This is an optimization exercise on Yosys and OpenROAD, whose aim is small area, a short achievable clock period and few clock cycles, not a production implementation.
RTL that was checked went through simulation tests only; none was proved equivalent to the original.
No activity file was given, so power comes from the tool's default toggle rates.

## ARS_des
module ARS_des(clk,reset,key,din,flag,dout,ready);
input [64:1] din;
input [64:1] key;
input clk,reset;
input flag;
output [64:1] dout;
output ready;
function [64:1]	IP;
input	[64:1]	IPin;
begin
IP=	 {IPin[58],IPin[50],IPin[42],IPin[34],IPin[26],IPin[18],IPin[10],IPin[2],
      IPin[60],IPin[52],IPin[44],IPin[36],IPin[28],IPin[20],IPin[12],IPin[4],
      IPin[62],IPin[54],IPin[46],IPin[38],IPin[30],IPin[22],IPin[14],IPin[6],
      IPin[64],IPin[56],IPin[48],IPin[40],IPin[32],IPin[24],IPin[16],IPin[8],
      IPin[57],IPin[49],IPin[41],IPin[33],IPin[25],IPin[17],IPin[9],IPin[1],
      IPin[59],IPin[51],IPin[43],IPin[35],IPin[27],IPin[19],IPin[11],IPin[3],
      IPin[61],IPin[53],IPin[45],IPin[37],IPin[29],IPin[21],IPin[13],IPin[5],
      IPin[63],IPin[55],IPin[47],IPin[39],IPin[31],IPin[23],IPin[15],IPin[7]};
end
endfunction
function [64:1] IVIP;
input    [64:1]  IP_1in;
begin
IVIP = {IP_1in[40],IP_1in[8],IP_1in[48],IP_1in[16],IP_1in[56],IP_1in[24],IP_1in[64],IP_1in[32],
        IP_1in[39],IP_1in[7],IP_1in[47],IP_1in[15],IP_1in[55],IP_1in[23],IP_1in[63],IP_1in[31],
        IP_1in[38],IP_1in[6],IP_1in[46],IP_1in[14],IP_1in[54],IP_1in[22],IP_1in[62],IP_1in[30],
  ...
Size: roughly 130 flip-flops.
export LEC_CHECK = 0
export ABC_AREA = 1
export CAP_MARGIN = 20
export CORE_MARGIN = 2
export CORE_UTILIZATION = 40
export SETUP_SLACK_MARGIN = 3.6
export SLEW_MARGIN = 20
create_clock -name core_clock -period 6.0 [get_ports {clk}]
standard.sh (not shown) runs the stock make flow with config.mk's settings and CLKGATE_MAP_FILE= SYNTH_SCRIPT=/design/flow/synth_recipe.tcl, a recipe that flattens the netlist after the stock synthesis.
==> flow/flow/run.sh <==
#!/bin/bash
# Own layout flow: the standard ORFS layout with two changes.
#  1. Synthesis maps the logic with an area-oriented ABC script (flow/abc_area.script, used in
#     place of ORFS's) and skips ORFS's full-adder extraction (ADDER_MAP_FILE empty). Flip-flop
#     mapping is unchanged, so the registers, their names and cell types are the standard ones.
#  2. Ports are buffered with sky130_fd_sc_hd__buf_1 instead of the default buffer cell.
# Each make run's full output goes to its own log file in this folder.
set -euo pipefail
work=$(pwd)
rm -rf "$work/scripts_area"
cp -r "$FLOW_HOME/scripts" "$work/scripts_area"
cp "$work/flow/abc_area.script" "$work/scripts_area/abc_area.script"
bash standard.sh synth SCRIPTS_DIR="$work/scripts_area" ADDER_MAP_FILE= > "$work/synth.log" 2>&1
bash standard.sh finish BUFFER_PORTS_ARGS="-buffer_cell sky130_fd_sc_hd__buf_1" > "$work/layout.log" 2>&1
test -f "$work/out/final.def"
==> flow/flow/abc_area.script <==
strash
dch -f
map -a
topo
Change:
==> flow/flow/run.sh (replaced) <==
#!/bin/bash
# Own layout flow: the standard ORFS layout with two changes.
#  1. Synthesis skips ORFS's full-adder extraction (ADDER_MAP_FILE empty), which otherwise turns
#     the XORs of the round function into half-adder cells that ABC cannot optimise. Flip-flop
#     mapping is unchanged, so the registers, their names and cell types are the standard ones.
#  2. Ports are buffered with sky130_fd_sc_hd__buf_1 instead of the default buffer cell.
# Each make run's full output goes to its own log file in this folder.
set -euo pipefail
work=$(pwd)
bash standard.sh synth ADDER_MAP_FILE= > "$work/synth.log" 2>&1
bash standard.sh finish BUFFER_PORTS_ARGS="-buffer_cell sky130_fd_sc_hd__buf_1" > "$work/layout.log" 2>&1
test -f "$work/out/final.def"
removed: flow/flow/abc_area.script
Outcome: The new run passed the timing, design-rule and antenna checks. Routed wire length grows by 3.9%. Cell area shrinks by 4.2%. Fmax grows by 3.9%. Die area grows by 10%.
Function was not checked in any run of this note: the RTL went through the layout flow alone.

---

Another version of the RTL of ARS_des (not shown whole).
Size: roughly 1200 cells after synthesis, about 200 I/O pins.
export LEC_CHECK = 0
export CAP_MARGIN = 20
export CORE_MARGIN = 2
export CORE_UTILIZATION = 40
export SETUP_SLACK_MARGIN = 3.0
export SLEW_MARGIN = 20
create_clock -name core_clock -period 6.0 [get_ports {clk}]
run.sh (not shown) runs the stock make flow with config.mk's settings and CLKGATE_MAP_FILE= SYNTH_SCRIPT=/design/flow/synth_recipe.tcl, a recipe that flattens the netlist after the stock synthesis.
Stock flow here: none of the scripts above is used.
Edit:
- ABC_AREA: default -> 1
Effect: The changed run completed with no timing, DRC or antenna violations; clock skew drops by 0.0042 ns; utilization drops by 2.9 points; global-route usage climbs by 3.7 points; final area drops by 6.3%; hold slack improves by 0.023 ns.
Edit:
- ABC_AREA: 1 -> default
- SETUP_SLACK_MARGIN: 3.0 -> default
The new run finished clean.
Core utilization went up by 0.40 points.
Area after synthesis went up by about 1.5%.
Via count went down by about 24%.
Global-route usage went down by 4.3 points.
Setup slack is worse by 0.82 ns.
Power went up by 19%.
Register-to-register slack is worse by 0.93 ns.
First-iteration DRC count went down by about 30%.
Routed wire length went down by 17%.
Fmax went down by 22%.
No run of this note included a check of the RTL's function; only the layout flow was run.

---

ARS_des, a different RTL version from the one above (not shown whole).
Size in the first run: roughly 1,700 cells after synthesis, about 200 I/O pins, roughly 0.010 mm^2 of cells after synthesis.
Settings: LEC_CHECK=0, ABC_AREA=1, CAP_MARGIN=20, CORE_MARGIN=2, CORE_UTILIZATION=40, CTS_CLUSTER_DIAMETER=300, CTS_CLUSTER_SIZE=64, SETUP_SLACK_MARGIN=3.6, SLEW_MARGIN=20; clock period 6.0 ns.
standard.sh (not shown) runs the stock make flow with config.mk's settings and CLKGATE_MAP_FILE= SYNTH_SCRIPT=/design/flow/synth_recipe.tcl, a recipe that flattens the netlist after the stock synthesis.
==> flow/flow/run.sh <==
#!/bin/bash
# Own layout flow: the standard ORFS layout with two changes.
#  1. Synthesis skips ORFS's full-adder extraction (ADDER_MAP_FILE empty), which otherwise turns
#     the XORs of the round function into half-adder cells that ABC cannot optimise. Flip-flop
#     mapping is unchanged, so the registers, their names and cell types are the standard ones.
#  2. Ports are buffered with sky130_fd_sc_hd__buf_1 instead of the default buffer cell.
# Each make run's full output goes to its own log file in this folder.
set -euo pipefail
work=$(pwd)
bash standard.sh synth ADDER_MAP_FILE= > "$work/synth.log" 2>&1
bash standard.sh finish BUFFER_PORTS_ARGS="-buffer_cell sky130_fd_sc_hd__buf_1" > "$work/layout.log" 2>&1
test -f "$work/out/final.def"
Testbench counts at the start, summed over its fixed seeds: cycles 13,056.
Edit:
Settings changed: CORE_UTILIZATION 40 to 52, CTS_CLUSTER_DIAMETER 300 to default, CTS_CLUSTER_SIZE 64 to default.
Global-route usage rose by 5.2 points.
Wire length went down by a little under a tenth.
Cell area shrinks slightly.
Cell count fell by a few percent.
Via count falls slightly.
Count of clock-buffer cells in the layout falls by 2.
Edit:
==> flow/flow/run.sh (replaced) <==
#!/bin/bash
# Own layout flow: the standard ORFS layout with two changes.
#  1. Synthesis maps the logic with an area-oriented ABC script (flow/abc_area.script, used in
#     place of ORFS's) and skips ORFS's full-adder extraction (ADDER_MAP_FILE empty). Flip-flop
#     mapping is unchanged, so the registers, their names and cell types are the standard ones.
#  2. Ports are buffered with sky130_fd_sc_hd__buf_1 instead of the default buffer cell.
# Each make run's full output goes to its own log file in this folder.
set -euo pipefail
work=$(pwd)
rm -rf "$work/scripts_area"
cp -r "$FLOW_HOME/scripts" "$work/scripts_area"
cp "$work/flow/abc_area.script" "$work/scripts_area/abc_area.script"
bash standard.sh synth SCRIPTS_DIR="$work/scripts_area" ADDER_MAP_FILE= > "$work/synth.log" 2>&1
bash standard.sh finish BUFFER_PORTS_ARGS="-buffer_cell sky130_fd_sc_hd__buf_1" > "$work/layout.log" 2>&1
test -f "$work/out/final.def"
==> flow/flow/abc_area.script (new file) <==
strash
&get -n
&dch
&nf -p
&put
topo
stime -c
buffer -c
upsize -c
dnsize -c
Settings changed: CORE_UTILIZATION 52 to 30.
- The new run went through all stages and came out clean
- sequential power stays flat
- power rose by 32%
- worst hold slack loses 0.0098 ns
- clock-buffer cell count increases by 2
- routed wire length falls by 1.0%
- core utilization is lower by 21 points
Edit:
==> flow/flow/run.sh (replaced) <==
#!/bin/bash
# Own layout flow: the standard ORFS layout with two changes.
#  1. Synthesis skips ORFS's full-adder extraction (ADDER_MAP_FILE empty), which otherwise turns
#     the XORs of the round function into half-adder cells that ABC cannot optimise. Flip-flop
#     mapping is unchanged, so the registers, their names and cell types are the standard ones.
#  2. Ports are buffered with sky130_fd_sc_hd__buf_1 instead of the default buffer cell.
# Each make run's full output goes to its own log file in this folder.
set -euo pipefail
work=$(pwd)
bash standard.sh synth ADDER_MAP_FILE= > "$work/synth.log" 2>&1
bash standard.sh finish BUFFER_PORTS_ARGS="-buffer_cell sky130_fd_sc_hd__buf_1" > "$work/layout.log" 2>&1
test -f "$work/out/final.def"
Settings changed: CORE_UTILIZATION 30 to 40, CTS_BUF_LIST from default to sky130_fd_sc_hd__clkbuf_4 sky130_fd_sc_hd__clkbuf_8.
removed: flow/flow/abc_area.script
Result:
- The new run produced a clean layout
- design area falls by a little under a tenth
- sequential power falls by a few percent
- critical path depth decreases by 9
- fmax grows slightly
- hold slack gains 0.018 ns
- global-route usage rises by 7.9 points

what the ideal ports hide:
In the flow no input, the clock included, has a driving cell. The finished layouts below were timed again as built, in two steps.
Step 1: set_driving_cell puts a clkbuf_16 on clk and a buf_2 on each other input, an assumption about the parent block.
Step 2 adds t to the input delays and takes it off the output delays; t is the mean of the earliest and latest rising clock arrival at the registers after step 1. Input paths then give back, and output paths get back, about the clock's delay inside the block.
Slacks: ideal ports / drivers / drivers and shift; pairs: ideal ports / drivers.
run	t, ns	setup slack, ns	worst hold slack (ns)	slew at the worst register clock pin (ns)	worst data-port slew with drivers (ns)
the first run of note 1	0.479	3.470 / 3.421 / 3.072	0.454 / 0.454 / 0.454	0.07 / 0.07	0.08
the second run of note 1	0.476	3.564 / 3.515 / 3.165	0.469 / 0.469 / 0.469	0.07 / 0.07	0.06
the first run of note 2	0.502	2.929 / 2.900 / 2.825	0.457 / 0.457 / 0.457	0.07 / 0.07	0.08
the second run of note 2	0.478	3.086 / 3.035 / 2.861	0.479 / 0.479 / 0.479	0.07 / 0.07	0.05
the third run of note 2	0.486	2.263 / 2.263 / 2.263	0.453 / 0.453 / 0.453	0.07 / 0.07	0.06
the first run of note 3	0.478	3.580 / 3.534 / 3.197	0.468 / 0.468 / 0.468	0.07 / 0.07	0.05
the second run of note 3	0.479	3.560 / 3.510 / 3.144	0.467 / 0.467 / 0.467	0.07 / 0.07	0.09
the third run of note 3	0.489	3.519 / 3.519 / 3.191	0.457 / 0.457 / 0.457	0.07 / 0.07	0.06
the fourth run of note 3	0.516	3.535 / 3.492 / 3.201	0.475 / 0.475 / 0.475	0.09 / 0.09	0.05
After both steps setup and hold are still met in every run listed. The setup slack of the second run of note 3, which loses most, moves by -0.050 ns with the drivers and by -0.416 ns with both steps.
